What follows belongs to an exercise in optimizing a design on an open flow for small area and a short achievable clock period; a production flow would make more cautious choices.
Function was checked by simulation only, so behaviour that the tests miss may differ from the original.
Power figures rest on the tool's default switching activity, not on a simulated workload.

==> design/flow/design.v <==
`timescale 1ns / 1ps
module fano_decoder#(
    parameter MAX_SH_W           = 256    
)(
    input                         clk,
    input                         reset_n,
    input                         i_vld,
    input [1                  :0] i_data,              
    input                         i_diff_en,
    input [7                  :0] i_delta_T,
    input [15                 :0] i_forward_step,
    output                        o_vld,
    output                        o_dec_sym
);
localparam        PMAX   = MAX_SH_W - 36;    
localparam [35:0] PMASK  = 36'hD354E3267;
localparam        AW     = PMAX + 2;         
localparam        SW     = PMAX + 1;         
localparam        NW     = 36;               
localparam [2:0] S_INIT = 3'd0, S_IDLE = 3'd1, S_MC = 3'd2, S_FM = 3'd3, S_BM = 3'd4;
reg        nlocal_rst;
reg        in_vld;
reg [1:0]  in_data;
reg        diff_en;
reg [7:0]  dT;
reg [15:0] fstep;
always @(posedge clk) begin
    nlocal_rst <= reset_n;
    in_data    <= i_data;
    in_vld     <= reset_n & i_vld;
    diff_en    <= i_diff_en;
    dT         <= i_delta_T;
    fstep      <= i_forward_step;
end
reg [2:0]          state;
reg [3:0]          ph;           
reg                norm_en;
reg [7:0]          pointer;
reg [7:0]          ridx;         
reg [7:0]          nrx;          
reg [8:0]          fcnt;
reg [SW-1:0]       sh_d, sh_p;
reg [MAX_SH_W-1:0] decode_sh;
reg [AW-1:0]       A;
reg [NW-1:0]       W;            
reg signed [15:0]  T, Mp, Mc;
reg signed [15:0]  thr;          
reg                tup;          
reg                mp_ge;        
reg        diff0, diffm;         
reg        par;                  
reg        rdd, rdp;             
reg        rda;                  
reg        ab;                   
reg        top;                  
reg        e_r, d_r;             
reg signed [15:0] s;             
reg        f0, f1;               
reg        fm_r, bm_r, td_r, inv_r;    
wire st_init = state == S_INIT;
wire st_idle = state == S_IDLE;
wire st_mc   = state == S_MC;
wire st_fm   = state == S_FM;
wire st_bm   = state == S_BM;
wire ptr_nz  = |pointer;
wire ptr_sat = pointer == PMAX[7:0];
wire sat_sh  = in_vld & ptr_sat;           
wire [3:0] q = st_bm ? ph - 4'd1 : ph;
wire metric_norm    = st_idle & norm_en & (T == $signed(fstep));
wire A_bit_erase    = st_idle & ptr_nz;
wire forward_move   = fm_r;
wire back_move      = bm_r;
wire T_down         = td_r;
wire inverse_A      = inv_r;
wire start_rib_calc = A_bit_erase | inv_r;
wire T_up           = st_fm & tup;
always @(posedge clk) begin
    if (!nlocal_rst) begin
        state   <= S_INIT;
        norm_en <= 1'b0;
        ph      <= 4'd0;
    end else begin
        case (state)
            S_INIT: state <= S_IDLE;
            S_IDLE: if (ptr_nz) state <= S_MC;
            S_MC:   if (fm_r) state <= S_FM; else if (bm_r) state <= S_BM; else if (td_r) state <= S_IDLE;
            S_FM:   state <= S_IDLE;
            S_BM:   if (td_r) state <= S_IDLE; else if (inv_r) state <= S_MC;
            default: state <= S_INIT;
        endcase
        if (st_idle) begin
            if (metric_norm) norm_en <= 1'b0;
        end else if (!st_init) norm_en <= 1'b1;
        ph <= (start_rib_calc || back_move) ? 4'd1 : ph + 4'd1;
    end
end
wire [7:0] ptr_next = (!nlocal_rst || st_init) ? 8'd0 :
                      (in_vld || back_move)    ? (ptr_sat ? pointer : pointer + 8'd1) :
                      forward_move             ? pointer - 8'd1 : pointer;
wire k_neg = (st_mc && ph == 4'd6) || (st_bm && ph == 4'd9);
wire k_pos = st_bm && ph == 4'd10;
always @(posedge clk) begin
    pointer <= ptr_next;
    ridx    <= ptr_next + {{7{k_neg}}, k_neg | k_pos};
end
always @(posedge clk) begin
    if (!nlocal_rst || st_init)  fcnt <= 9'd0;
    else if (forward_move)       fcnt <= fcnt[8] ? fcnt : fcnt + 9'd1;
    else if (back_move)          fcnt <= (fcnt != 9'd0) ? fcnt - 9'd1 : 9'd0;
end
wire [15:0] hi_r, lo_r;
genvar gi;
generate
    for (gi = 0; gi < 16; gi = gi + 1) begin : g_pre
        assign hi_r[gi] = ridx[7:4] == gi;
        assign lo_r[gi] = ridx[3:0] == gi;
    end
endgenerate
function automatic rd_f(input [255:0] x, input [15:0] h, input [15:0] l);
    integer a, b;
    reg g;
    begin
        rd_f = 1'b0;
        for (a = 0; a < 16; a = a + 1) begin
            g = 1'b0;
            for (b = 0; b < 16; b = b + 1) g = g | (l[b] & x[16*a+b]);
            rd_f = rd_f | (h[a] & g);
        end
    end
endfunction
always @(posedge clk) begin
    if (!nlocal_rst)                   nrx <= 8'd0;
    else if (in_vld && nrx != SW[7:0]) nrx <= nrx + 8'd1;
end
wire pl_d   = (ridx < nrx) & rd_f({{(256-SW){1'b0}}, sh_d}, hi_r, lo_r);
wire pl_p   = (ridx < nrx) & rd_f({{(256-SW){1'b0}}, sh_p}, hi_r, lo_r);
wire pl_a   = rd_f({{(256-AW){1'b0}}, A}, hi_r, lo_r);
wire pl_top = rd_f({{(256-PMAX){1'b0}}, decode_sh[MAX_SH_W-1:NW]}, hi_r, lo_r);
always @(posedge clk) begin
    if (st_mc && ph == 4'd7) begin            
        rdd <= sat_sh ? sh_d[PMAX-2] & (nrx > PMAX-2) : pl_d;
        rdp <= sat_sh ? sh_p[PMAX-2] & (nrx > PMAX-2) : pl_p;
    end else if (st_bm && ph == 4'd8) begin   
        rdd <= sat_sh ? sh_d[PMAX-1] & (nrx > PMAX-1) : pl_d;
        rdp <= sat_sh ? sh_p[PMAX-1] & (nrx > PMAX-1) : pl_p;
    end
    if (st_mc && ph == 4'd10)                 
        rda <= sat_sh ? A[PMAX-1] : pl_a;
    else if (st_bm && ph == 4'd11)            
        rda <= sat_sh ? A[PMAX] : pl_a;
    if (st_bm && ph == 4'd10)                 
        ab  <= sat_sh ? A[PMAX-2] : pl_a;
    else if (sat_sh)
        ab  <= A[PMAX-2];
    if ((st_mc && ph == 4'd12) || (st_bm && ph == 4'd13))
        top <= pl_top;                        
end
function automatic par0_f(input [NW-1:0] w);          
    integer k;
    begin
        par0_f = 1'b0;
        for (k = 1; k < 36; k = k + 1) par0_f = par0_f ^ (PMASK[k] & w[k-1]);
    end
endfunction
function automatic parm_f(input [NW-1:0] w);          
    integer k;
    begin
        parm_f = 1'b0;
        for (k = 1; k < 36; k = k + 1) parm_f = parm_f ^ (PMASK[k] & w[k]);
    end
endfunction
always @(posedge clk) begin
    if (!nlocal_rst) begin
        diff0 <= 1'b0;
        diffm <= 1'b0;
        par   <= 1'b0;
        e_r   <= 1'b0;
        d_r   <= 1'b0;
    end else begin
        if (start_rib_calc) begin
            par   <= par0_f(W) ^ diff0;
            diff0 <= diff_en & W[0];
        end else if (st_bm && ph == 4'd1) begin
            par   <= parm_f(W) ^ diffm;
            diffm <= diff_en & W[1];
        end
        if (q == 4'd8 && (st_mc || st_bm)) begin
            e_r <= rdd ^ rdp ^ par;
            d_r <= rdd;
        end
    end
end
wire [5:0] nd  = -dT[5:0];
wire [5:0] c1  = (nd == 6'd1) ? 6'd1 : nd + 6'd1;
wire [5:0] c2  = {nd[4:0], 1'b1};
wire [5:0] om  = e_r ? c1 : (q == 4'd9 || (q == 4'd10 ? 1'b0 : !rda)) ? 6'd1 : c2;
wire signed [15:0] om_x = {{10{om[5]}}, om};
wire       sym = rda ^ (e_r | d_r);               
always @(posedge clk) begin
    s   <= st_bm ? Mp - om_x : Mc + om_x;
    if (q == 4'd10) f0 <= s >= T;
    if (q == 4'd11) f1 <= s >= T;
    thr   <= T + $signed({8'd0, dT});
    tup   <= Mc < thr;
    mp_ge <= Mp >= T;
end
wire dmc    = st_mc && ph == 4'd12;
wire dbm    = st_bm && ph == 4'd13;
wire fwd    = rda ? f1 : f0;
wire mpge_n = (fcnt == 9'd0) ? (T == 16'sh8000) :
              (fcnt == 9'd1) ? (T <= 16'sd0)    : fwd;
wire ab_n   = sat_sh ? A[PMAX-2] : ab;
always @(posedge clk) begin
    if (!nlocal_rst) begin
        fm_r  <= 1'b0;
        bm_r  <= 1'b0;
        td_r  <= 1'b0;
        inv_r <= 1'b0;
    end else begin
        fm_r  <= dmc & fwd;
        bm_r  <= (dmc & ~fwd & mp_ge) | (dbm & ab_n & mpge_n);
        td_r  <= (dmc & ~fwd & ~mp_ge) | (dbm & ab_n & ~mpge_n);
        inv_r <= dbm & ~ab_n;
    end
end
always @(posedge clk) begin
    if (!nlocal_rst || st_init)  T <= 16'sd0;
    else if (T_down)             T <= T - $signed({8'd0, dT});
    else if (T_up)               T <= thr;
    else if (metric_norm)        T <= {1'b0, T[15:1]};
end
always @(posedge clk) begin
    if (!nlocal_rst) begin
        Mc <= 16'sd0;
        Mp <= 16'sd0;
    end else if (forward_move) begin
        Mp <= Mc;
        Mc <= s;
    end else if (back_move) begin
        Mc <= Mp;
    end else if (metric_norm) begin
        Mp <= {1'b0, Mp[15:1]};
        Mc <= {1'b0, Mc[15:1]};
    end else if (dbm) begin
        Mp <= (fcnt == 9'd0) ? 16'sh8000 : (fcnt == 9'd1) ? 16'sd0 : s;
    end
end
wire        clr_a  = !nlocal_rst || st_init;
wire        a_wr   = inverse_A | forward_move | A_bit_erase;
wire [15:0] hi_wa  = (hi_r & {16{a_wr}}) | {16{clr_a}};
wire [15:0] lo_wa  = lo_r | {16{clr_a}};
wire        a_dat  = inverse_A & !clr_a;
wire        a_sh   = in_vld & !st_init;
wire        clr_d  = !nlocal_rst;
wire [15:0] hi_wd  = (hi_r & {16{forward_move}}) | {16{clr_d}};
wire [15:0] lo_wd  = lo_r | {16{clr_d}};
wire        d_dat  = sym & !clr_d;
always @(posedge clk) begin
    if (in_vld) begin
        sh_d <= {sh_d[SW-2:0], in_data[1]};
        sh_p <= {sh_p[SW-2:0], in_data[0]};
    end
end
always @(posedge clk) begin
    if (in_vld) decode_sh[0] <= 1'b0;
    else if (hi_wd[0] & lo_wd[1]) decode_sh[0] <= d_dat;        
end
generate
    for (gi = 1; gi < MAX_SH_W; gi = gi + 1) begin : g_dec
        if (gi < PMAX) begin : g_w
            always @(posedge clk) begin
                if (in_vld)                                      decode_sh[gi] <= decode_sh[gi-1];
                else if (hi_wd[(gi+1)/16] & lo_wd[(gi+1)%16])    decode_sh[gi] <= d_dat;
            end
        end else begin : g_nw
            always @(posedge clk) begin
                if (in_vld)      decode_sh[gi] <= decode_sh[gi-1];
                else if (clr_d)  decode_sh[gi] <= 1'b0;
            end
        end
    end
    for (gi = 0; gi < AW; gi = gi + 1) begin : g_a
        always @(posedge clk) begin
            if (a_sh)                              A[gi] <= (gi == 0) ? 1'b0 : A[(gi == 0) ? 0 : gi-1];
            else if (hi_wa[gi/16] & lo_wa[gi%16])  A[gi] <= a_dat;
        end
    end
endgenerate
always @(posedge clk) begin
    if (!nlocal_rst || st_init) W <= {NW{1'b0}};
    else if (in_vld) begin
        if (ptr_sat)            W <= {W[NW-2:0], decode_sh[PMAX-1]};
    end else if (back_move) begin
        if (!ptr_sat)           W <= {top, W[NW-1:1]};
    end else if (forward_move)  W <= {W[NW-2:0], sym};
end
assign o_dec_sym = decode_sh[MAX_SH_W-1];
assign o_vld     = in_vld;
endmodule
==> design/flow/run.sh <==
#!/bin/bash
# synth_recipe.tcl (not shown) runs the flow's synth.tcl, then flattens the netlist and writes it again
# the make line also repeats each setting of config.mk as NAME=value (left out here)
make -C /OpenROAD-flow-scripts/flow DESIGN_CONFIG=/design/flow/config.mk WORK_HOME=/design/flow/orfs CLKGATE_MAP_FILE= SYNTH_SCRIPT=/design/flow/synth_recipe.tcl finish
==> design/flow/config.mk <==
export PLATFORM = sky130hd
export DESIGN_NAME = fano_decoder
export DESIGN_NICKNAME = fano_decoder
export VERILOG_FILES = /design/flow/design.v
export SDC_FILE = /design/flow/constraint.sdc
export NUM_CORES = 4
export LEC_CHECK = 0
export CAP_MARGIN = 20
export CORE_MARGIN = 2
export CORE_UTILIZATION = 60
export PLACE_DENSITY = 0.75
export SETUP_SLACK_MARGIN = 5
export SLEW_MARGIN = 20
==> design/flow/constraint.sdc <==
create_clock -name core_clock -period 11.0 [get_ports {clk}]
set_input_delay 2.2000 -clock core_clock [delete_from_list [all_inputs] [get_ports {clk}]]
set_output_delay 2.2000 -clock core_clock [all_outputs]
set_load 0.01 [all_outputs]
==> results.ini, run 1 <==
[critical_path]
critPathMaxStageDelay_ps=500
path_buf_inv=4
cpLargestDelayFamily=compound AO/OA/AOI/OAI gates
start_kind=register
cp.arrival_ps=5790
critPathKind=reg -> reg
critPathRequiredTime_ps=11600
cp-end-kind=register
crit_fanout=12
crit_path_top_delay_cell=dfxtp_1
cp_common_cell=inv_1
worstPathCellList=inv_1, ha_1, and2_1, a21o_1, a21oi_1, nor3_1, a31oi_1, o21ai_0, nor3b_1, a211oi_1, buf_4, inv_1, ha_1, nor3_1, inv_1, o311a_1, o41ai_1, o2111ai_1, o211ai_1, xor2_1, mux2i_1, xnor2_1

[sta]
finalSetupViolCount=0
fin_worst_skew_ps=49.2
fmax_mhz=193
grt_setup_unrepaired=false
maxSlewViolCount=0
final.min_clock_period_ps=5190
min_period_over_period=0.472
hold_violations=0
relSlewSlack=0.151
tns_ps=0
tightest_slew_ps=1270
fin_hold_ws_ps=403

[clocking]
ctsResizeCount=0
numCtsBuffers=117
insertion_delay_ps=740
cts_tree=built
cts_hold_buf=0
clock_path_buffers=3
post_cts_buffers=0
clock_sinks=1124
cts_max_level=3
cts.reportedPaths.clkPinSlew_ps=60
cts_root_buf=clkbuf_16

[place]
io_buffers=31
gp_congestion=0.942
hpwl_um=107000
placed_cells=5800

[global_route]
grt_pass1_vias=40100
grt_use_total=0.365
grt-ovfl-total=0
grt_max_degree=222
antenna_found_initial=7
grt_pass1_wl_um=256000

[floorplan]
start_util=0.606
io_pins=32
core-area_um2=90000
die_w_um=305
die_h_um=305
row_count=110
dieArea_um2=93300

[power_and_ir_drop]
internal-power_mw=7.54
power_density_nw_per_um2=170
switching_share=0.254
ir_worst_vdd_v=0.000144
p_sw_mw=2.56
p_clk_frac=0.401
power_frac_seq=0.515
p_comb_frac=0.085
p_leak_nw=23.4

[cells_and_area]
post-route-util=0.662
final_common_cell=edfxtp_1
fin_nets=4902
fill_cells=6745
drive_gt1_frac=0.0836
multi_input_area_um2=21000
fin_cells=6030
final_cell_mix=edfxtp_1, nand2_1, o21ai_0
register_area_um2=31800
area_delta_synth_final_pct=9.21

[detailed_routing]
antenna_left=0
vias_per_cell=7.11
post_drt_wl_per_cell_um=28.9
first_iter_violations=8252
drc_errors=0
vias=42900
postRouteWirelength_um=174000
first_pass_iters=8

[yosys]
synth_cell_type_count=93
ys_warn_count=1
syn_area_um2=54500
synth_flop_cell=edfxtp_1
synth_edf_count=924
syn_inst=4896
yosysSeqAreaShare=0.582
synth_area_per_cell_um2=11.1
syn_nets=5054
yosys_register_bits=1124
async_flop_share=0

[outcome]
outcome=no timing/DRC/antenna violations

[job]
drv_cap=0

[min_path]
hold_path.class=reg -> reg

## path summary, 6_finish.rpt
path	start	end	cells past startpoint	slack, ps
min reg2reg	in_data[1]$_DFF_P_	sh_d[0]$_DFFE_PP_	0	400
max	ph[0]$_SDFF_PN0_	s[15]$_DFF_P_	22	5810
max reg2reg	ph[0]$_SDFF_PN0_	s[15]$_DFF_P_	22	5810
min	in_data[1]$_DFF_P_	sh_d[0]$_DFFE_PP_	0	400
## power groups by stage
stage | clock network, mW | registers, mW | logic [mW]
4_1_cts | 4.04 | 5.19 | 0.820
3_5_place_dp | 0 | 5.27 | 0.817
5_1_grt | 4.19 | 5.22 | 0.904
3_3_place_gp | 0 | 5.26 | 0.796
2_1_floorplan | 0 | 5.19 | 0.545
6_report | 4.05 | 5.20 | 0.854
## logic make-up after synthesis
kind of cell    share of synthesized area
xor+xnor                           0.0198
mux                                0.0284
flops                               0.582
simple gates                        0.103
compound gates                      0.199
buf+inv                            0.0375
fa+ha+maj                          0.0301
## metal layers
metal  vias to the layer above  global-route usage  part of all wire
met5                         -                   0           0.00017
met1                     20600               0.496              0.36
li1                      18100                   -                 -
met4                         4               0.197             0.064
met2                      3535               0.539              0.43
met3                       691              0.0949              0.14
## worst reg2reg max path: cells and delay by family, from the launching register on
family | cells | cell delay [ps]
AO/OA/AOI/OAI | 9 | 2170
XOR/XNOR | 2 | 320
adder cells (fa/ha/maj) | 2 | 530
buffers and inverters | 4 | 680
flip-flops | 1 | 500
multiplexers | 1 | 90
AND/OR/NAND/NOR | 4 | 770
## sequential cells by signal (all words and copies together), names as in the netlist, 2 cells and up
name and cells:
decode_sh 256, fcnt 9, nrx 8, W 36, dT 8, sh_p 221
sh_d 221, ridx 8, Mp 16, Mc 16, pointer 8, fstep 16
T 16, A 222, thr 16, state 3, ph 4, s 16
in_data 2
## area by class of cell
type | instances | area share
inverters | 89 | 0.00561
multi-input cells | 3287 | 0.353
flip-flops and latches | 1124 | 0.534
clock inverters | 79 | 0.0132
diodes | 7 | 0.000294
well taps | 1176 | 0.0247
repair buffers | 125 | 0.0181
clock buffers | 143 | 0.0518
## synth_stat cells, types with 15 or more instances
master,n,area [um2]
and3_1,21,131
o21ai_0,562,2810
nand3_1,51,255
nand4_1,37,231
mux2_2,39,439
o22ai_1,26,163
nor2_1,266,998
or3_1,16,100
a21oi_1,148,741
a22oi_1,181,1360
nor3_1,38,190
o221ai_1,17,149
o31ai_1,17,128
a32oi_1,18,158
o21a_1,17,128
ha_1,123,1540
o211a_1,20,200
nor2b_1,38,238
a22o_1,73,639
o211ai_1,17,128
a221oi_1,60,526
xor2_1,41,359
a211oi_1,56,420
inv_1,85,319
nor4_1,15,93.8
a21o_1,236,1770
nand2_1,670,2510
and2_1,72,450
mux2i_1,97,971
buf_2,66,330
clkbuf_1,296,1110
a222oi_1,33,330
xnor2_1,82,718
edfxtp_1,924,27700
o2111ai_1,31,272
nand2b_1,23,144
dfxtp_1,200,4000
## stage by stage
| stage | power, mW | area (um2) | worst slack, ps |
|---|---|---|---|
| after CTS | 10.0 | 59500 | 5920 |
| after global routing | 10.3 | 59500 | 5360 |
| final | 10.1 | 59500 | 5810 |
| after floorplan | 5.74 | 54500 | 5190 |
| after detailed placement | 6.09 | 55600 | 5970 |
| after global placement | 6.06 | 55600 | 6020 |
==> run 2, diff against run 1 <==
--- a/design/flow/config.mk
+++ b/design/flow/config.mk
@@ -9,5 +9,4 @@
 export CORE_MARGIN = 2
-export CORE_UTILIZATION = 60
-export PLACE_DENSITY = 0.75
-export SETUP_SLACK_MARGIN = 5
+export CORE_UTILIZATION = 40
+export PLACE_DENSITY = 0.6
 export SLEW_MARGIN = 20
==> run 2 against run 1 <==
Largest cell class unchanged. Die area increased by 49%. Sequential power hardly changed. Synthesized cell count did not move. Largest power group unchanged. Core utilization decreased by 21 points. Maximum frequency down 0.63%.
==> results.ini, run 2 <==
[global_route]
grt-ovfl-total=0
grt_pass1_vias=39700
grt_use_total=0.255
antenna_found_initial=6
grt_max_degree=222
grt_pass1_wl_um=267000

[floorplan]
die_w_um=373
io_pins=32
dieArea_um2=139000
start_util=0.403
core-area_um2=135000
die_h_um=373
row_count=135

[clocking]
ctsResizeCount=0
cts.reportedPaths.clkPinSlew_ps=60
cts_root_buf=clkbuf_16
cts_hold_buf=0
insertion_delay_ps=760
post_cts_buffers=0
cts_tree=built
numCtsBuffers=120
cts_max_level=3
clock_sinks=1124
clock_path_buffers=3

[yosys]
synth_simple_gate_area_frac=0.103
syn_area_um2=54500
synth_compound_area_frac=0.199
yosysMostFrequentCell=edfxtp_1
synth_top_area_frac=0.509
synth_edf_count=924
yosysTopAreaCell=edfxtp_1
yosys_register_bits=1124
synthAdderAreaFrac=0.0301
muxShareOfSynthArea=0.0284
syn_nets=5054
yosysSeqAreaShare=0.582
synth_top_family_by_area=compound AO/OA/AOI/OAI gates
async_flop_share=0
syn_inst=4896
synth_area_per_cell_um2=11.1
synth_area_leaders=edfxtp_1, dfxtp_1, o21ai_0
synth_flop_cell=edfxtp_1
synth_cell_type_count=93
synth-xor-area-share=0.0198
ys_warn_count=1
synth_commonest_cells=edfxtp_1, nand2_1, o21ai_0

[sta]
hold_violations=0
final.min_clock_period_ps=5220
finalSetupViolCount=0
min_period_over_period=0.475
grt_setup_unrepaired=false
tns_ps=0
tightest_slew_ps=1260
relSlewSlack=0.159
maxSlewViolCount=0
fin_worst_skew_ps=44.4
fmax_mhz=191

[detailed_routing]
antenna_left=0
first_iter_violations=6396
drc_errors=0
postRouteWirelength_um=184000
first_pass_iters=10
vias_per_cell=6.27
vias=41700
post_drt_wl_per_cell_um=27.6

[cells_and_area]
fill_cells=12400
area_delta_synth_final_pct=10.8
largest_reg_flops=256
drive_gt1_frac=0.0895
fin_nets=4928
largestRegisters=decode_sh: 256 flops, A: 222 flops
final_common_cell=edfxtp_1
post-route-util=0.447
largest_register=decode_sh
final_cell_mix=edfxtp_1, nand2_1, o21ai_0

[critical_path]
critPathKind=reg -> reg
crit_fanout=12
cp.arrival_ps=5880
start_kind=register
cp-end-kind=register
critPathRequiredTime_ps=11650

[place]
gp_congestion=0.897
io_buffers=31
hpwl_um=114000

[power_and_ir_drop]
switching_share=0.258
p_clk_frac=0.400
p_sw_mw=2.60
p_comb_frac=0.086
power_density_nw_per_um2=167
total_power_mw=10.1
internal-power_mw=7.50
p_leak_nw=23.5
ir_worst_vdd_v=0.000141
power_frac_seq=0.515

[min_path]
hold_path.class=reg -> reg

[outcome]
outcome=no timing/DRC/antenna violations

[job]
drv_cap=0

-- run 2: cell counts after synthesis --
Identical to the previous run, type by type.
-- run 2: path summary, 6_finish.rpt --
kind,slack (ps),startpoint,end,cells after the start
worst min register to register,410,in_data[1]$_DFF_P_,sh_d[0]$_DFFE_PP_,0
worst min-delay path,410,in_data[1]$_DFF_P_,sh_d[0]$_DFFE_PP_,0
worst max register to register,5780,ph[0]$_SDFF_PN0_,s[15]$_DFF_P_,22
worst max-delay path,5780,ph[0]$_SDFF_PN0_,s[15]$_DFF_P_,22
-- run 2: cell families (layout without fill, tap and decap cells) --
| group | Yosys count | in the layout |
|---|---|---|
| multiplexers | 144 | 144 |
| adder cells (fa/ha/maj) | 128 | 128 |
| other | 0 | 2 |
| AO/OA/AOI/OAI | 1611 | 1611 |
| buffers and inverters | 485 | 458 |
| AND/OR/NAND/NOR | 1281 | 1281 |
| flip-flops | 1124 | 1124 |
| XOR/XNOR | 123 | 123 |
-- run 2: through the flow --
step | instance area (um2) | instances | hold slack (ps) | setup slack [ps]
2_1_floorplan | 54500 | 4896 | 386 | 2660
3_3_place_gp | 56500 | 6424 | 419 | 5970
3_5_place_dp | 56600 | 6428 | 396 | 5890
4_1_cts | 60400 | 6649 | 412 | 5860
5_1_grt | 60400 | 6651 | 431 | 5290
6_report | 60400 | 6652 | 408 | 5780
-- run 2: area by class of cell --
class / count / area [um2] / area share
Inverter: 89 / 334 / 0.00553
Clock buffer: 157 / 3310 / 0.0547
Timing Repair Buffer: 148 / 1260 / 0.0209
Clock inverter: 64 / 533 / 0.00882
Multi-Input combinational cell: 3287 / 21000 / 0.347
Antenna cell: 2 / 5.00 / 0.0000828
Tap cell: 1781 / 2230 / 0.0369
Sequential cell: 1124 / 31800 / 0.526
-- run 2: metal layers --
metal  part of all wire  global-route usage  vias up
met3               0.12              0.0550      478
li1                   -                   -    18100
met4              0.049               0.113       10
met1               0.39               0.343    20600
met5            0.00033                   0        -
met2               0.45               0.396     2560
-- run 2: worst max-delay path, cell delays in order (launching register included) --
cell and delay, ps:
dfxtp_1 490, inv_1 140, ha_1 240, and2_1 180, a21o_1 150, a21oi_1 130
nor3_1 60, a31oi_1 220, o21ai_0 230, nor3b_1 220, a211oi_1 180, buf_4 240
inv_1 200, ha_1 280, nor3_1 300, inv_1 90, o311a_1 390, o41ai_1 600
o2111ai_1 220, o211ai_1 150, xor2_1 160, mux2i_1 90, xnor2_1 160
-- run 2: power groups by stage --
stage	Sequential, mW	Clock (mW)	Combinational [mW]
3_3_place_gp	5.28	0	0.831
2_1_floorplan	5.20	0	0.545
4_1_cts	5.19	4.08	0.845
6_report	5.20	4.04	0.864
5_1_grt	5.22	4.24	0.926
3_5_place_dp	5.28	0	0.844
==> run 3, diff against run 2 <==
--- a/design/flow/design.v
+++ b/design/flow/design.v
@@ -67,3 +67,9 @@
 wire sat_sh  = in_vld & ptr_sat;           
-wire [3:0] q = st_bm ? ph - 4'd1 : ph;
+reg q8, q9, q10, q11;
+always @(posedge clk) begin
+    q8  <= (st_mc && ph == 4'd7)  || (st_bm && ph == 4'd8);
+    q9  <= (st_mc && ph == 4'd8)  || (st_bm && ph == 4'd9);
+    q10 <= (st_mc && ph == 4'd9)  || (st_bm && ph == 4'd10);
+    q11 <= (st_mc && ph == 4'd10) || (st_bm && ph == 4'd11);
+end
 wire metric_norm    = st_idle & norm_en & (T == $signed(fstep));
@@ -186,3 +192,3 @@
         end
-        if (q == 4'd8 && (st_mc || st_bm)) begin
+        if (q8) begin
             e_r <= rdd ^ rdp ^ par;
@@ -193,11 +199,18 @@
 wire [5:0] nd  = -dT[5:0];
-wire [5:0] c1  = (nd == 6'd1) ? 6'd1 : nd + 6'd1;
-wire [5:0] c2  = {nd[4:0], 1'b1};
-wire [5:0] om  = e_r ? c1 : (q == 4'd9 || (q == 4'd10 ? 1'b0 : !rda)) ? 6'd1 : c2;
+reg  [5:0] c1, c2;
+always @(posedge clk) begin
+    c1 <= (nd == 6'd1) ? 6'd1 : nd + 6'd1;
+    c2 <= {nd[4:0], 1'b1};
+end
+wire [5:0] om  = e_r ? c1 : q9 ? 6'd1 : c2;      
 wire signed [15:0] om_x = {{10{om[5]}}, om};
 wire       sym = rda ^ (e_r | d_r);               
+reg signed [15:0] s0;
 always @(posedge clk) begin
-    s   <= st_bm ? Mp - om_x : Mc + om_x;
-    if (q == 4'd10) f0 <= s >= T;
-    if (q == 4'd11) f1 <= s >= T;
+    if (q9 || q10) s <= st_bm ? Mp - om_x : Mc + om_x;
+    if (q10) begin
+        s0 <= s;
+        f0 <= s >= T;
+    end
+    if (q11) f1 <= s >= T;
     thr   <= T + $signed({8'd0, dT});
@@ -209,2 +222,3 @@
 wire fwd    = rda ? f1 : f0;
+wire signed [15:0] s_m = rda ? s : s0;          
 wire mpge_n = (fcnt == 9'd0) ? (T == 16'sh8000) :
@@ -237,3 +251,3 @@
         Mp <= Mc;
-        Mc <= s;
+        Mc <= s_m;
     end else if (back_move) begin
@@ -244,3 +258,3 @@
     end else if (dbm) begin
-        Mp <= (fcnt == 9'd0) ? 16'sh8000 : (fcnt == 9'd1) ? 16'sd0 : s;
+        Mp <= (fcnt == 9'd0) ? 16'sh8000 : (fcnt == 9'd1) ? 16'sd0 : s_m;
     end
==> design/flow/flow/run.sh (new file) <==
#!/bin/bash
set -euo pipefail
bash standard.sh SETUP_SLACK_MARGIN=7.7 finish > standard_flow.log 2>&1
==> design/flow/standard.sh (new file) <==
#!/bin/bash
# synth_recipe.tcl (not shown) runs the flow's synth.tcl, then flattens the netlist and writes it again
# the make line also repeats each setting of config.mk as NAME=value (left out here)
make -C /OpenROAD-flow-scripts/flow DESIGN_CONFIG=/design/flow/config.mk WORK_HOME=/design/flow/orfs CLKGATE_MAP_FILE= SYNTH_SCRIPT=/design/flow/synth_recipe.tcl "${@:-finish}"
--- a/design/flow/config.mk
+++ b/design/flow/config.mk
@@ -9,4 +9,6 @@
 export CORE_MARGIN = 2
-export CORE_UTILIZATION = 40
-export PLACE_DENSITY = 0.6
+export CORE_UTILIZATION = 55
+export CTS_CLUSTER_DIAMETER = 100
+export CTS_CLUSTER_SIZE = 20
+export PLACE_DENSITY = 0.7
 export SLEW_MARGIN = 20
removed: design/flow/run.sh
==> run 3 against run 2 <==
Still clean on timing, DRC and antenna. Synthesized cell count about the same. Core utilization increased by 15 points. Clock power decreased by 32%. Maximum frequency increased by 48%. Setup slack improved by 1700 ps. Routed wire length decreased by 1.9%. Non-clock buffer count increased by 36. Hold slack improved by 22 ps. Clock skew decreased by 1.7 ps. Critical path type unchanged. Largest power group unchanged.
==> results.ini, run 3 <==
[floorplan]
die_w_um=321
io_pins=32
die_h_um=321
start_util=0.554
row_count=116
dieArea_um2=103000
core-area_um2=99900

[yosys]
synth_commonest_cells=edfxtp_1, nand2_1, o21ai_0
synth_top_area_frac=0.519
async_flop_share=0
synth_area_per_cell_um2=11.3
yosysTopAreaCell=edfxtp_1
syn_inst=4895
yosysMostFrequentCell=edfxtp_1
synth_cell_type_count=85
yosys_register_bits=1155
synth_edf_count=956
ys_warn_count=1
synth_area_leaders=edfxtp_1, dfxtp_1, o21ai_0
synth_flop_cell=edfxtp_1
syn_area_um2=55300
yosysSeqAreaShare=0.591
syn_nets=5052

[cells_and_area]
fin_nets=4908
final_cell_mix=edfxtp_1, nand2_1, o21ai_0
postLayoutCellArea_um2=60000
drive_gt1_frac=0.0928
final_common_cell=edfxtp_1
largestRegisters=decode_sh: 256 flops, A: 222 flops
area_delta_synth_final_pct=8.55
largest_register=decode_sh
largest_reg_flops=256

[detailed_routing]
vias_per_cell=7.01
vias=42800
postRouteWirelength_um=180000
first_pass_iters=10
antenna_left=0
post_drt_wl_per_cell_um=29.6
drc_errors=0
first_iter_violations=8062

[clocking]
cts_tree=built
insertion_delay_ps=700
numCtsBuffers=68
clock_path_buffers=3
clock_sinks=1155
cts_root_buf=clkbuf_16
cts_max_level=3
cts.reportedPaths.clkPinSlew_ps=90

[sta]
fin_worst_skew_ps=42.7
finalSetupViolCount=0
fmax_mhz=283
relSlewSlack=0.144
tns_ps=0
maxSlewViolCount=0
setup_slack_ps=7470
final.min_clock_period_ps=3530
min_period_over_period=0.321
fin_hold_ws_ps=430
grt_setup_unrepaired=true
tightest_slew_ps=1280
hold_violations=0

[place]
hpwl_um=112000
place_ws_ps=6310
postPlaceCellArea_um2=56700
io_buffers=31
gp_congestion=0.971

[global_route]
grt-ovfl-total=0
grt_use_total=0.340
antenna_found_initial=9
grt_max_degree=223
grt.met1_usage=0.479
use_met3=0.0968
grtUsageMet2=0.485
grt_pass1_wl_um=261000
busiest_layer=met2
grt_pass1_vias=39300

[min_path]
hold_path.class=reg -> reg

[critical_path]
cp.arrival_ps=3940
cp-end-kind=register
start_kind=register
critPathKind=reg -> reg
critPathRequiredTime_ps=11410
crit_fanout=20

[power_and_ir_drop]
power_density_nw_per_um2=178
ir_worst_vdd_v=0.000159
p_leak_nw=22.8
total_power_mw=10.7

[job]
drv_cap=0

[outcome]
outcome=no timing/DRC/antenna violations

-- run 3: worst max-delay path, cell delays in order (launching register included) --
cell,delay (ps)
dfxtp_2,360
buf_12,190
nand2_2,150
buf_8,230
nor2_4,170
buf_6,270
a222oi_1,420
nand3_1,120
o21ai_1,270
o2111ai_1,260
a211o_1,340
nor4_4,290
o22ai_1,140
-- run 3: logic make-up after synthesis --
group / share of synthesized area
flip-flops: 0.591
AO/OA/AOI/OAI: 0.195
AND/OR/NAND/NOR: 0.0992
XOR/XNOR: 0.0187
buffers and inverters: 0.0376
adder cells (fa/ha/maj): 0.0296
multiplexers: 0.0286
-- run 3: path summary, 6_finish.rpt --
check	start	to	slack (ps)	cells after the start
max	ridx[0]$_DFF_P_	rdd$_DFFE_PP_	7470	12
min	in_data[1]$_DFF_P_	sh_d[0]$_DFFE_PP_	430	0
max reg2reg	ridx[0]$_DFF_P_	rdd$_DFFE_PP_	7470	12
min reg2reg	in_data[1]$_DFF_P_	sh_d[0]$_DFFE_PP_	430	0
-- run 3: where the power goes --
part | total (mW) | switching, mW | leakage [nW] | internal, mW
Clock | 2.75 | 1.52 | 0.974 | 1.23
Combinational | 1.94 | 1.33 | 10.6 | 0.606
Sequential | 5.98 | 0.506 | 11.2 | 5.48
-- run 3: repair_timing --
action                     in CTS  in global routing
setup buffers                  23                 22
gates cloned                    3                  5
resized for setup              92                 68
pin swaps                       6                 18
hold buffers                    0                  0
setup endpoints to repair     728                248
-- run 3: area by class of cell --
class,instances,area (um2)
well taps,1298,1620
fillers,8129,39900
flip-flops and latches,1155,32700
clock buffers,107,1880
diodes,8,20.0
clock inverters,9,160
repair inverters,1,7.51
inverters,113,439
multi-input cells,3228,21200
repair buffers,184,1920
-- run 3: per-layer routing --
metal  part of all wire  up-vias
met4              0.055        2
li1                   -    18100
met2               0.42     3426
met1               0.38    20600
met5           0.000072        -
met3               0.15      640
-- run 3: metrics by stage --
step / cells / util
2_1_floorplan: 4895 / -
3_3_place_gp: 5925 / 0.568
3_5_place_dp: 5925 / 0.568
4_1_cts: 6067 / 0.595
5_1_grt: 6097 / 0.601
6_report: 6103 / 0.601
==> run 4, diff against run 3 <==
--- a/design/flow/config.mk
+++ b/design/flow/config.mk
@@ -10,4 +10,2 @@
 export CORE_UTILIZATION = 55
-export CTS_CLUSTER_DIAMETER = 100
-export CTS_CLUSTER_SIZE = 20
 export PLACE_DENSITY = 0.7
==> run 4 against run 3 <==
Still clean. Non-clock buffer count unchanged. Sequential power hardly changed. Global-route usage is 0.47 points higher. Register-to-register slack improved by 150 ps. Core utilization is 1.9 points higher. First-iteration DRC count rose by 0.92%. Total power grew 13%. Critical path depth is 11 lower. Clock power grew 49%. Flip-flop and latch count did not move.
==> results.ini, run 4 <==
[outcome]
outcome=no timing/DRC/antenna violations

[yosys]
synth_area_leaders=edfxtp_1, dfxtp_1, o21ai_0
synth_area_per_cell_um2=11.3
yosysSeqAreaShare=0.591
yosysTopAreaCell=edfxtp_1
ys_warn_count=1
syn_inst=4895
synth_top_area_frac=0.519
async_flop_share=0
synth_flop_cell=edfxtp_1
yosysMostFrequentCell=edfxtp_1
synth_edf_count=956
syn_nets=5052
synth_commonest_cells=edfxtp_1, nand2_1, o21ai_0
synth_cell_type_count=85
yosys_register_bits=1155
syn_area_um2=55300

[floorplan]
die_w_um=321
dieArea_um2=103000
row_count=116
core-area_um2=99900
io_pins=32
start_util=0.554
die_h_um=321

[critical_path]
start_kind=register
timing.rr.end=rda$_DFFE_PP_
crit_fanout=5
cpLargestDelayFamily=flip-flops
cp-end-kind=output port
critPathMaxStageDelay_ps=410
path_buf_inv=1
crit_path_top_delay_cell=dfxtp_4
worstPathCellList=buf_8
r2r-start=ridx[3]$_DFF_P_
cp.depth=1
worstRegToRegCells=12
cp.arrival_ps=1300
critPathKind=reg -> out
critPathRequiredTime_ps=8800
r2r_slack_ps=7620

[cells_and_area]
area_delta_synth_final_pct=12.0
fin_cells=6211
largest_reg_flops=256
post-route-util=0.620
largestRegisters=decode_sh: 256 flops, A: 222 flops
drive_gt1_frac=0.113
postLayoutCellArea_um2=61900
fin_nets=4959
final_common_cell=edfxtp_1
final_cell_mix=edfxtp_1, nand2_1, o21ai_0
largest_register=decode_sh

[global_route]
grt_use_total=0.344
grt_max_degree=223
antenna_found_initial=7
grt_pass1_wl_um=265000
grt-ovfl-total=0
grt_pass1_vias=40000

[place]
placed_cells=5925
gp_congestion=0.971
io_buffers=31
postPlaceCellArea_um2=56700
hpwl_um=112000

[min_path]
hold_path.class=reg -> reg
hold_start=in_data[1]$_DFF_P_
holdPathStages=0
whs_endpoint=sh_d[0]$_DFFE_PP_

[power_and_ir_drop]
ir_worst_vdd_v=0.000152
total_power_mw=12.1
power_density_nw_per_um2=195
p_leak_nw=23.7

[sta]
relSlewSlack=0.126
fmax_mhz=285
tns_ps=0
grt_setup_unrepaired=true
min_period_over_period=0.319
tightest_slew_ps=1300
final.min_clock_period_ps=3500
maxSlewViolCount=0
fin_worst_skew_ps=44.8
finalSetupViolCount=0
hold_violations=0

[clocking]
clock_path_buffers=3
cts_root_buf=clkbuf_16
numCtsBuffers=118
clock_sinks=1155
cts.reportedPaths.clkPinSlew_ps=60
cts_hold_buf=0
insertion_delay_ps=760
cts_max_level=3
cts_tree=built

[detailed_routing]
postRouteWirelength_um=182000
post_drt_wl_per_cell_um=29.3
vias_per_cell=6.96
antenna_left=0
drc_errors=0
vias=43200
first_pass_iters=12
first_iter_violations=8136

[job]
drv_cap=0

run 4: cell type report:
type | instances | area (um2)
well taps | 1298 | 1620
repair inverters | 1 | 7.51
fillers | 7901 | 37900
flip-flops and latches | 1155 | 32700
inverters | 113 | 439
repair buffers | 184 | 1880
clock inverters | 67 | 733
clock buffers | 155 | 3180
multi-input cells | 3229 | 21300
diodes | 9 | 22.5
run 4: worst register-to-register path: cells and delay by family (launching register included):
family                 cells  cell delay [ps]
AO/OA/AOI/OAI              6             1250
buffers and inverters      3              520
flip-flops                 1              410
AND/OR/NAND/NOR            3              950
run 4: timing repair:
item,4_1_cts,5_1_grt
buffers inserted,29,20
gates cloned,3,3
setup endpoints to repair,728,314
gates resized for setup,95,84
pin swaps,6,19
run 4: per-layer routing:
layer / vias to the layer above / routed length, um / global-route usage
met5: - / 13 / 0
met4: 2 / 10500 / 0.162
met3: 710 / 27800 / 0.108
met2: 3483 / 75900 / 0.488
met1: 20800 / 67700 / 0.482
li1: 18200 / - / -
run 4: logic make-up after synthesis:
kind of cell	share of synthesized area
AOI/OAI and AO/OA	0.195
xor gates and xnor gates	0.0187
adders and majority gates	0.0296
buffers and inverters	0.0376
DFF	0.591
muxes	0.0286
and+or+nand+nor	0.0992
run 4: metrics by stage:
stage	hold slack, ps	worst slack (ps)
finish	425	7500
global route	428	7470
CTS	427	7260
detailed placement	408	6310
global placement	409	6460
floorplan	386	5560
run 4: how the worst max path moves through the flow:
| stage | from | endpoint | slack [ps] |
|---|---|---|---|
| after floorplan | in_vld$_DFF_P_ | o_vld | 5560 |
| after global placement | ridx[2]$_DFF_P_ | rda$_DFFE_PP_ | 6460 |
| after detailed placement | ridx[2]$_DFF_P_ | rdd$_DFFE_PP_ | 6310 |
| after CTS | in_vld$_DFF_P_ | o_vld | 7260 |
| after global routing | in_vld$_DFF_P_ | o_vld | 7470 |
| final | in_vld$_DFF_P_ | o_vld | 7500 |
run 4: power by group:
part | total [mW] | switching (mW) | internal (mW)
combinational | 1.95 | 1.34 | 0.609
sequential | 5.99 | 0.503 | 5.49
clock | 4.11 | 1.79 | 2.32
==> run 5, diff against run 4 <==
--- a/design/flow/design.v
+++ b/design/flow/design.v
@@ -19,5 +19,5 @@
 localparam        NW     = 36;               
-localparam [2:0] S_INIT = 3'd0, S_IDLE = 3'd1, S_MC = 3'd2, S_FM = 3'd3, S_BM = 3'd4;
 reg        nlocal_rst;
 reg        in_vld;
+reg        sh_en;          
 reg [1:0]  in_data;
@@ -30,2 +30,3 @@
     in_vld     <= reset_n & i_vld;
+    sh_en      <= i_vld;
     diff_en    <= i_diff_en;
@@ -34,3 +35,3 @@
 end
-reg [2:0]          state;
+reg                st_init, st_idle, st_mc, st_fm, st_bm;    
 reg [3:0]          ph;           
@@ -59,9 +60,4 @@
 reg        fm_r, bm_r, td_r, inv_r;    
-wire st_init = state == S_INIT;
-wire st_idle = state == S_IDLE;
-wire st_mc   = state == S_MC;
-wire st_fm   = state == S_FM;
-wire st_bm   = state == S_BM;
-wire ptr_nz  = |pointer;
-wire ptr_sat = pointer == PMAX[7:0];
+reg  ptr_nz;                               
+reg  ptr_sat;                              
 wire sat_sh  = in_vld & ptr_sat;           
@@ -84,3 +80,7 @@
     if (!nlocal_rst) begin
-        state   <= S_INIT;
+        st_init <= 1'b1;
+        st_idle <= 1'b0;
+        st_mc   <= 1'b0;
+        st_fm   <= 1'b0;
+        st_bm   <= 1'b0;
         norm_en <= 1'b0;
@@ -88,10 +88,7 @@
     end else begin
-        case (state)
-            S_INIT: state <= S_IDLE;
-            S_IDLE: if (ptr_nz) state <= S_MC;
-            S_MC:   if (fm_r) state <= S_FM; else if (bm_r) state <= S_BM; else if (td_r) state <= S_IDLE;
-            S_FM:   state <= S_IDLE;
-            S_BM:   if (td_r) state <= S_IDLE; else if (inv_r) state <= S_MC;
-            default: state <= S_INIT;
-        endcase
+        st_init <= 1'b0;
+        st_idle <= st_init | (st_idle & !ptr_nz) | td_r | st_fm;
+        st_mc   <= (st_idle & ptr_nz) | inv_r | (st_mc & !fm_r & !bm_r & !td_r);
+        st_fm   <= fm_r;
+        st_bm   <= bm_r | (st_bm & !td_r & !inv_r);
         if (st_idle) begin
@@ -102,10 +99,27 @@
 end
-wire [7:0] ptr_next = (!nlocal_rst || st_init) ? 8'd0 :
-                      (in_vld || back_move)    ? (ptr_sat ? pointer : pointer + 8'd1) :
-                      forward_move             ? pointer - 8'd1 : pointer;
-wire k_neg = (st_mc && ph == 4'd6) || (st_bm && ph == 4'd9);
-wire k_pos = st_bm && ph == 4'd10;
+wire       ptr_clr  = !nlocal_rst || st_init;
+wire       ptr_inc  = (in_vld || back_move) && !ptr_sat;
+wire       ptr_dec  = !(in_vld || back_move) && forward_move;
+wire [7:0] ptr_m2   = pointer - 8'd2;
+wire [7:0] ptr_m1   = pointer - 8'd1;
+wire [7:0] ptr_p1   = pointer + 8'd1;
+wire [7:0] ptr_p2   = pointer + 8'd2;
+wire [7:0] ptr_next = ptr_clr ? 8'd0 : ptr_inc ? ptr_p1 : ptr_dec ? ptr_m1 : pointer;
+reg  k_neg, k_pos;                           
+always @(posedge clk) begin
+    k_neg <= (st_mc && ph == 4'd5) || (st_bm && ph == 4'd8);
+    k_pos <= st_bm && ph == 4'd9;
+end
+reg  [7:0] ridx_next;
+always @(*) begin
+    if (ptr_clr)                  ridx_next = 8'd0;
+    else if (ptr_inc)             ridx_next = k_pos ? ptr_p2 : k_neg ? pointer : ptr_p1;
+    else if (ptr_dec)             ridx_next = k_pos ? pointer : k_neg ? ptr_m2 : ptr_m1;
+    else                          ridx_next = k_pos ? ptr_p1 : k_neg ? ptr_m1 : pointer;
+end
 always @(posedge clk) begin
     pointer <= ptr_next;
-    ridx    <= ptr_next + {{7{k_neg}}, k_neg | k_pos};
+    ptr_nz  <= ptr_next != 8'd0;
+    ptr_sat <= ptr_next == PMAX[7:0];
+    ridx    <= ridx_next;
 end
@@ -116,3 +130,3 @@
 end
-wire [15:0] hi_r, lo_r;
+reg  [15:0] hi_r, lo_r;
 genvar gi;
@@ -120,4 +134,6 @@
     for (gi = 0; gi < 16; gi = gi + 1) begin : g_pre
-        assign hi_r[gi] = ridx[7:4] == gi;
-        assign lo_r[gi] = ridx[3:0] == gi;
+        always @(posedge clk) begin
+            hi_r[gi] <= (gi < 14) && ridx_next[7:4] == gi;
+            lo_r[gi] <= ridx_next[3:0] == gi;
+        end
     end
@@ -272,3 +288,3 @@
 always @(posedge clk) begin
-    if (in_vld) begin
+    if (sh_en) begin
         sh_d <= {sh_d[SW-2:0], in_data[1]};
--- a/design/flow/config.mk
+++ b/design/flow/config.mk
@@ -10,2 +10,4 @@
 export CORE_UTILIZATION = 55
+export CTS_CLUSTER_DIAMETER = 100
+export CTS_CLUSTER_SIZE = 20
 export PLACE_DENSITY = 0.7
==> run 5 against run 4 <==
Clock skew down 12 ps. Largest cell class unchanged. Via count down 9.3%. Flip-flop and latch count up 37. Synthesized area up 0.21%. Still clean on timing, DRC and antenna. Register-to-register slack better by 160 ps. Combinational power down 75%. Critical path type unchanged. Critical path depth unchanged. Global-route usage down 6.4 points. Core utilization down 3.2 points. Sequential power down 11%. First-iteration DRC count down 31%.
==> results.ini, run 5 <==
[outcome]
outcome=no timing/DRC/antenna violations

[floorplan]
die_w_um=321
row_count=116
io_pins=32
die_h_um=321
start_util=0.554
core-area_um2=100000
dieArea_um2=103000

[yosys]
synth_cell_type_count=84
yosysSeqAreaShare=0.604
syn_area_um2=55400
synth_edf_count=956
synth_area_per_cell_um2=11.6
syn_inst=4784
synth_commonest_cells=edfxtp_1, nand2_1, a21o_1
async_flop_share=0
synth_flop_cell=edfxtp_1
yosysMostFrequentCell=edfxtp_1
ys_warn_count=1
syn_nets=4936
synth_top_area_frac=0.518
yosys_register_bits=1192
synth_area_leaders=edfxtp_1, dfxtp_1, a21o_1
yosysTopAreaCell=edfxtp_1

[detailed_routing]
vias=39200
drc_errors=0
first_pass_iters=8
antenna_left=0
first_iter_violations=5610
postRouteWirelength_um=148000
vias_per_cell=6.66
post_drt_wl_per_cell_um=25.1

[sta]
fmax_mhz=295
tightest_slew_ps=1390
setup_slack_ps=7610
fin_worst_skew_ps=33.1
maxSlewViolCount=0
grt_setup_unrepaired=true
hold_violations=0
tns_ps=0
min_period_over_period=0.308
final.min_clock_period_ps=3390
finalSetupViolCount=0
relSlewSlack=0.0747

[global_route]
grt-ovfl-total=0
grt_max_degree=223
grt_pass1_wl_um=225000
grt_pass1_vias=37100
grt_use_total=0.281
antenna_found_initial=2

[clocking]
numCtsBuffers=69
clock_sinks=1192
insertion_delay_ps=680
cts_max_level=3
cts_tree=built
clock_path_buffers=3
cts_root_buf=clkbuf_16
cts.reportedPaths.clkPinSlew_ps=80

[min_path]
hold_path.class=reg -> reg

[job]
drv_cap=0

[cells_and_area]
largest_register=decode_sh
final_common_cell=edfxtp_1
drive_gt1_frac=0.0524
largest_reg_flops=256
fin_nets=4679
fin_cells=5886
area_delta_synth_final_pct=6.12
largestRegisters=decode_sh: 256 flops, A: 222 flops
fill_cells=8024
final_cell_mix=edfxtp_1, nand2_1, a21o_1

[critical_path]
critPathMaxStageDelay_ps=390
start_kind=register
crit_path_top_delay_cell=edfxtp_1
worstPathCellList=buf_2
worstRegToRegCells=9
crit_fanout=2
r2r-start=lo_r[8]$_DFF_P_
crit_end=o_dec_sym
critPathRequiredTime_ps=8800
r2r_slack_ps=7780
worstSetupStartpoint=decode_sh[255]$_SDFFCE_PN0P_
cp.arrival_ps=1190
cp.depth=1
cpLargestDelayFamily=flip-flops
timing.rr.end=top$_DFFE_PP_
cp-end-kind=output port
path_buf_inv=1
critPathKind=reg -> out

[place]
gp_congestion=0.873
place_ws_ps=6790
hpwl_um=82800
placed_cells=5741
io_buffers=31

[power_and_ir_drop]
power_density_nw_per_um2=146
p_leak_nw=23.6
ir_worst_vdd_v=0.000121

## run 5: final cells by class
| cell class | count | area, um2 | share of cell area |
|---|---|---|---|
| sequential | 1192 | 33500 | 0.570 |
| multi-input combinational | 3057 | 20200 | 0.343 |
| clock buffer | 122 | 1990 | 0.0338 |
| tap | 1298 | 1620 | 0.0276 |
| timing repair buffer | 95 | 947 | 0.0161 |
| inverter | 112 | 424 | 0.00722 |
| clock inverter | 6 | 125 | 0.00213 |
| antenna | 4 | 10.0 | 0.000170 |
## run 5: worst min path at each step
stage                       start                 to  slack, ps  depth (start not counted)
2_1_floorplan  in_data[1]$_DFF_P_  sh_d[0]$_DFFE_PP_        390                          0
3_3_place_gp   in_data[0]$_DFF_P_  sh_p[0]$_DFFE_PP_        390                          0
3_5_place_dp   in_data[1]$_DFF_P_  sh_d[0]$_DFFE_PP_        410                          0
4_1_cts        in_data[1]$_DFF_P_  sh_d[0]$_DFFE_PP_        420                          0
5_1_grt        in_data[1]$_DFF_P_  sh_d[0]$_DFFE_PP_        410                          0
6_report       in_data[1]$_DFF_P_  sh_d[0]$_DFFE_PP_        410                          0
## run 5: metrics by stage
step / power, mW / hold WS, ps / area [um2] / util
detailed placement: 5.88 / 405 / 56300 / 0.563
CTS: 8.62 / 415 / 58500 / 0.585
global route: 8.86 / 406 / 58800 / 0.588
finish: 8.60 / 408 / 58800 / 0.588
global placement: 5.86 / 389 / 56300 / 0.563
floorplan: 5.69 / 386 / 55400 / -
## run 5: cell families (layout without fill, tap and decap cells)
family	after synthesis	after routing	share of synthesized area
multiplexers	68	68	0.0123
XOR/XNOR	116	116	0.0183
buffers and inverters	535	335	0.0366
flip-flops	1192	1192	0.604
AND/OR/NAND/NOR	1159	1159	0.0951
adder cells (fa/ha/maj)	124	124	0.0285
AO/OA/AOI/OAI	1590	1590	0.206
other	0	4	0
## run 5: repair_timing
action,CTS,global route
hold endpoints to repair,0,0
setup buffers,7,4
pin swaps,0,10
setup endpoints to repair,188,287
hold buffers,0,0
gates resized for setup,19,43
## run 5: routing by layer
metal,GRT usage,up-vias,wire (um)
li1,-,17500,-
met1,0.395,19400,60400
met2,0.442,1980,68600
met3,0.0464,326,13900
met4,0.0987,0,4980
met5,0,-,0
## run 5: report_power, final
group          leakage, nW  internal, mW  total, mW  switching, mW
sequential            11.6          5.15       5.32          0.169
combinational         11.0         0.175      0.481          0.306
clock                 1.00          1.28       2.80           1.53
total                 23.6          6.60       8.60           2.00
==> run 6, diff against run 5 <==
--- a/design/flow/config.mk
+++ b/design/flow/config.mk
@@ -10,4 +10,2 @@
 export CORE_UTILIZATION = 55
-export CTS_CLUSTER_DIAMETER = 100
-export CTS_CLUSTER_SIZE = 20
 export PLACE_DENSITY = 0.7
==> run 6 against run 5 <==
Sequential power about the same. Clock power up about 60%. Hold slack better by 0.90 ps. Count of clock-buffer cells in the layout up 52. Maximum frequency down 2.6%. Flip-flop and latch count unchanged. Final area up 3.8%. Critical endpoint unchanged. Largest cell class unchanged. Largest power group unchanged.
==> results.ini, run 6 <==
[outcome]
outcome=no timing/DRC/antenna violations

[critical_path]
cp-end-kind=output port
critPathMaxStageDelay_ps=380
critPathRequiredTime_ps=8800
crit_fanout=2
worstPathCellList=buf_2
critPathKind=reg -> out
crit_path_top_delay_cell=edfxtp_1
cpLargestDelayFamily=flip-flops
start_kind=register
path_buf_inv=1
cp.arrival_ps=1280

[sta]
relSlewSlack=0.164
maxSlewViolCount=0
finalSetupViolCount=0
hold_violations=0
min_period_over_period=0.316
fin_worst_skew_ps=29.2
grt_setup_unrepaired=true
tightest_slew_ps=1250
tns_ps=0
fmax_mhz=287
setup_slack_ps=7520
final.min_clock_period_ps=3480

[floorplan]
die_h_um=321
io_pins=32
dieArea_um2=103000
row_count=116
core-area_um2=100000
start_util=0.554
die_w_um=321

[cells_and_area]
fin_nets=4739
fin_cells=5996
postLayoutCellArea_um2=61000
area_delta_synth_final_pct=10.2
largest_register=decode_sh
final_cell_mix=edfxtp_1, nand2_1, a21o_1
largestRegisters=decode_sh: 256 flops, A: 222 flops
largest_reg_flops=256
drive_gt1_frac=0.0775
final_common_cell=edfxtp_1

[global_route]
grt_use_total=0.286
grt_pass1_vias=37900
grt_max_degree=223
grt_pass1_wl_um=229000
antenna_found_initial=4
grt-ovfl-total=0

[yosys]
synth_area_leaders=edfxtp_1, dfxtp_1, a21o_1
synth_area_per_cell_um2=11.6
yosysMostFrequentCell=edfxtp_1
synth_cell_type_count=84
ys_warn_count=1
async_flop_share=0
yosysSeqAreaShare=0.604
synth_edf_count=956
yosys_register_bits=1192
synth_commonest_cells=edfxtp_1, nand2_1, a21o_1
yosysTopAreaCell=edfxtp_1
synth_top_area_frac=0.518
synth_flop_cell=edfxtp_1
syn_nets=4936
syn_area_um2=55400
syn_inst=4784

[place]
place_ws_ps=6790
gp_congestion=0.873
placed_cells=5741
postPlaceCellArea_um2=56300
io_buffers=31
hpwl_um=82800

[clocking]
numCtsBuffers=132
clock_sinks=1192
insertion_delay_ps=760
cts_root_buf=clkbuf_16
cts.reportedPaths.clkPinSlew_ps=60
cts_tree=built
cts_max_level=4
clock_path_buffers=3

[detailed_routing]
antenna_left=0
vias_per_cell=6.64
first_iter_violations=5568
top_layer_used=met5
first_pass_iters=9
vias=39800
postRouteWirelength_um=150000
drc_errors=0
dr_wl_met2_um=69600
route.met3.wl_um=14100
met1_length_um=61000
post_drt_wl_per_cell_um=25.0

[power_and_ir_drop]
total_power_mw=10.3
p_leak_nw=24.8
ir_worst_vdd_v=0.000144
power_density_nw_per_um2=169

[min_path]
hold_path.class=reg -> reg

[job]
drv_cap=0

## run 6: through the flow
| stage | util | hold WS [ps] |
|---|---|---|
| final | 0.610 | 409 |
| after global routing | 0.610 | 406 |
| after CTS | 0.609 | 399 |
| after detailed placement | 0.563 | 405 |
| after global placement | 0.563 | 389 |
| after floorplan | - | 386 |
## run 6: cell type report
cell class / count / area [um2]
Fill cell: 7789 / 39000
Tap cell: 1298 / 1620
Inverter: 112 / 424
Antenna cell: 2 / 5.00
Clock buffer: 174 / 3710
Clock inverter: 69 / 716
Sequential cell: 1192 / 33500
Multi-Input combinational cell: 3057 / 20100
Timing Repair Buffer: 92 / 915
## run 6: repair_timing
| item | 4_1_cts | 5_1_grt |
|---|---|---|
| setup buffers | 7 | 3 |
| hold buffers | 0 | 0 |
| setup endpoints to repair | 260 | 145 |
| resized for setup | 29 | 26 |
| endpoints found under the hold margin | 0 | 0 |
| cloned | 0 | 0 |
| pin swaps | 0 | 3 |
## run 6: metal layers
layer,up-vias,GRT usage
met4,2,0.105
met5,-,0
met3,336,0.0503
li1,17600,-
met2,2163,0.447
met1,19700,0.402
## run 6: kinds of logic after synthesis
family | share of synthesized area
AO/OA/AOI/OAI | 0.206
XOR/XNOR | 0.0183
adder cells (fa/ha/maj) | 0.0285
buffers and inverters | 0.0366
flip-flops | 0.604
multiplexers | 0.0123
AND/OR/NAND/NOR | 0.0951
## run 6: power by group
part / switching [mW] / internal [mW] / leakage, nW
clock network: 1.90 / 2.59 / 2.18
logic: 0.306 / 0.175 / 10.9
registers: 0.169 / 5.16 / 11.6
total: 2.37 / 7.93 / 24.8
## run 6: path summary, 6_finish.rpt
kind	slack, ps	depth (start not counted)	startpoint	to
worst min register to register	410	0	in_data[1]$_DFF_P_	sh_d[0]$_DFFE_PP_
worst max-delay path	7520	1	decode_sh[255]$_SDFFCE_PN0P_	o_dec_sym
worst max register to register	7780	11	e_r$_SDFFE_PN0P_	s[15]$_DFFE_PP_
worst min-delay path	410	0	in_data[1]$_DFF_P_	sh_d[0]$_DFFE_PP_
==> run 7, diff against run 6 <==
--- a/design/flow/design.v
+++ b/design/flow/design.v
@@ -72,2 +72,3 @@
 wire A_bit_erase    = st_idle & ptr_nz;
+wire idle_n         = st_init | (st_idle & !ptr_nz) | td_r | st_fm;    
 wire forward_move   = fm_r;
@@ -89,3 +90,3 @@
         st_init <= 1'b0;
-        st_idle <= st_init | (st_idle & !ptr_nz) | td_r | st_fm;
+        st_idle <= idle_n;
         st_mc   <= (st_idle & ptr_nz) | inv_r | (st_mc & !fm_r & !bm_r & !td_r);
@@ -242,2 +243,4 @@
 wire ab_n   = sat_sh ? A[PMAX-2] : ab;
+wire fm_n   = dmc & fwd;
+wire inv_n  = dbm & ~ab_n;
 always @(posedge clk) begin
@@ -249,6 +252,6 @@
     end else begin
-        fm_r  <= dmc & fwd;
+        fm_r  <= fm_n;
         bm_r  <= (dmc & ~fwd & mp_ge) | (dbm & ab_n & mpge_n);
         td_r  <= (dmc & ~fwd & ~mp_ge) | (dbm & ab_n & ~mpge_n);
-        inv_r <= dbm & ~ab_n;
+        inv_r <= inv_n;
     end
@@ -278,3 +281,4 @@
 wire        clr_a  = !nlocal_rst || st_init;
-wire        a_wr   = inverse_A | forward_move | A_bit_erase;
+reg         a_wr;
+always @(posedge clk) a_wr <= nlocal_rst & (inv_n | fm_n | (idle_n & (ptr_next != 8'd0)));
 wire [15:0] hi_wa  = (hi_r & {16{a_wr}}) | {16{clr_a}};
--- a/design/flow/config.mk
+++ b/design/flow/config.mk
@@ -10,2 +10,4 @@
 export CORE_UTILIZATION = 55
+export CTS_CLUSTER_DIAMETER = 100
+export CTS_CLUSTER_SIZE = 20
 export PLACE_DENSITY = 0.7
==> run 7 against run 6 <==
Synthesized cell count increased by 1.1%. Maximum frequency down 0.28%. Count of clock-buffer cells in the layout is 52 lower. Clock power down 39%. Via count fell by 0.21%. Combinational power is 1% higher. Clock skew is 4.1 ps lower. Non-clock buffer count is 2 lower.
==> results.ini, run 7 <==
[yosys]
yosysMostFrequentCell=edfxtp_1
yosysTopAreaCell=edfxtp_1
synth_flop_cell=edfxtp_1
ys_warn_count=1
synth_area_leaders=edfxtp_1, dfxtp_1, a21o_1
yosys_register_bits=1193
syn_nets=4989
syn_area_um2=55600
synth_area_per_cell_um2=11.5
async_flop_share=0
synth_cell_type_count=86
synth_top_area_frac=0.517
synth_edf_count=956
syn_inst=4837
synth_commonest_cells=edfxtp_1, nand2_1, a21o_1
yosysSeqAreaShare=0.602

[cells_and_area]
largestRegisters=decode_sh: 256 flops, A: 222 flops
final_cell_mix=edfxtp_1, nand2_1, a21o_1
final_common_cell=edfxtp_1
largest_register=decode_sh
post-route-util=0.587
area_delta_synth_final_pct=5.77
fin_nets=4728
fill_cells=8176
largest_reg_flops=256
fin_cells=5933
drive_gt1_frac=0.0531

[critical_path]
worstPathCellList=buf_2
critPathMaxStageDelay_ps=460
start_kind=register
crit_fanout=2
cp-end-kind=output port
cp.arrival_ps=1290
critPathKind=reg -> out
critPathRequiredTime_ps=8800
cpLargestDelayFamily=flip-flops
crit_path_top_delay_cell=edfxtp_1
path_buf_inv=1

[detailed_routing]
first_pass_iters=7
vias_per_cell=6.70
antenna_left=0
postRouteWirelength_um=151000
vias=39700
drc_errors=0
first_iter_violations=5251
post_drt_wl_per_cell_um=25.5

[clocking]
cts_root_buf=clkbuf_16
numCtsBuffers=70
cts_max_level=3
cts.reportedPaths.clkPinSlew_ps=80
cts_hold_buf=0
insertion_delay_ps=660
cts_tree=built
clock_sinks=1193
clock_path_buffers=3

[global_route]
antenna_found_initial=4
grt_pass1_wl_um=228000
grt_pass1_vias=37300
grt-ovfl-total=0
grt_max_degree=230
grt_use_total=0.286

[floorplan]
die_w_um=322
die_h_um=322
start_util=0.555
io_pins=32
dieArea_um2=104000
core-area_um2=100000
row_count=116

[sta]
hold_violations=0
finalSetupViolCount=0
tightest_slew_ps=1290
grt_setup_unrepaired=true
maxSlewViolCount=0
fin_hold_ws_ps=410
min_period_over_period=0.317
tns_ps=0
fmax_mhz=287
fin_worst_skew_ps=25.1
relSlewSlack=0.140
final.min_clock_period_ps=3490

[job]
drv_cap=0

[power_and_ir_drop]
p_leak_nw=23.7
power_density_nw_per_um2=146
total_power_mw=8.56
ir_worst_vdd_v=0.000122

[place]
io_buffers=31
hpwl_um=85900
gp_congestion=0.862
placed_cells=5794

[outcome]
outcome=no timing/DRC/antenna violations

[min_path]
hold_path.class=reg -> reg

[run 7: report_power, final]
group	switching (mW)	total [mW]	leakage [nW]	internal, mW
clock network	1.49	2.76	0.990	1.27
registers	0.166	5.31	11.7	5.15
logic	0.315	0.486	11.0	0.171
[run 7: final timing paths]
check        slack (ps)                    startpoint  cells past startpoint                end
min reg2reg         410            in_data[1]$_DFF_P_                      0  sh_d[0]$_DFFE_PP_
max reg2reg        7740               lo_r[4]$_DFF_P_                      8      rdp$_DFFE_PP_
min                 410            in_data[1]$_DFF_P_                      0  sh_d[0]$_DFFE_PP_
max                7510  decode_sh[255]$_SDFFCE_PN0P_                      1          o_dec_sym
[run 7: routing by layer]
layer	global-route usage	part of all wire
met4	0.0877	0.032
met3	0.0574	0.11
met1	0.415	0.41
met5	0	0.00015
met2	0.433	0.45
[run 7: stage by stage]
stage          cell area (um2)  worst slack (ps)
2_1_floorplan            55600              7280
3_3_place_gp             56400              7000
4_1_cts                  58600              7460
3_5_place_dp             56500              6910
5_1_grt                  58800              7480
6_report                 58800              7510
[run 7: cells by family (layout without fill, tap and decap cells)]
| family | Yosys count | after routing | share of synthesized area |
|---|---|---|---|
| compound gates | 1569 | 1569 | 0.198 |
| simple gates | 1209 | 1209 | 0.0975 |
| flops | 1193 | 1193 | 0.602 |
| buf+inv | 521 | 317 | 0.0363 |
| fa+ha+maj | 124 | 124 | 0.0284 |
| xor+xnor | 124 | 124 | 0.0195 |
| mux | 97 | 97 | 0.0178 |
| other cells | 0 | 2 | 0 |
[run 7: timing repair]
item	in CTS	in global routing
setup buffers	5	2
pin swaps	0	1
cloned	0	1
gates resized for setup	12	33
setup endpoints to repair	190	469
[run 7: area by class of cell]
| type | count | area [um2] | share of cell area |
|---|---|---|---|
| diodes | 2 | 5.00 | 0.0000852 |
| clock buffers | 122 | 2010 | 0.0342 |
| clock inverters | 7 | 68.8 | 0.00117 |
| inverters | 98 | 368 | 0.00626 |
| multi-input cells | 3123 | 20300 | 0.345 |
| flip-flops and latches | 1193 | 33500 | 0.571 |
| well taps | 1298 | 1620 | 0.0276 |
| repair buffers | 90 | 862 | 0.0147 |

==> static timing again, ports no longer ideal <==
The results above use ideal ports. As a check the final layouts listed here were re-extracted and re-timed, cells and wires unchanged. Step 1 (the two cells are an assumption about what drives the block):
set clk [get_ports {clk}]
set_driving_cell -lib_cell sky130_fd_sc_hd__clkbuf_16 $clk
set_driving_cell -lib_cell sky130_fd_sc_hd__buf_2 [delete_from_list [all_inputs] $clk]
Step 2 moves the port delays by t, midway between the first and last clock arrival at a register: inputs arrive t later, outputs are due t later. That takes back most of the time a late clock gives input paths. Slacks: no drivers / after step 1 / after step 2; pairs: no drivers / after step 1.
run | t, ns | setup WS [ns] | worst setup path at the end
run 1 | 0.798 | 5.809 / 5.809 / 5.809 | register to register
run 2 | 0.825 | 5.777 / 5.777 / 5.777 | register to register
run 3 | 0.750 | 7.471 / 7.471 / 7.471 | register to register
run 4 | 0.809 | 7.496 / 7.425 / 7.620 | register to register
run 5 | 0.735 | 7.609 / 7.538 / 7.782 | register to register
run 6 | 0.826 | 7.519 / 7.443 / 7.778 | register to register
run 7 | 0.730 | 7.510 / 7.432 / 7.735 | register to register
After both steps every run listed still meets setup and hold.
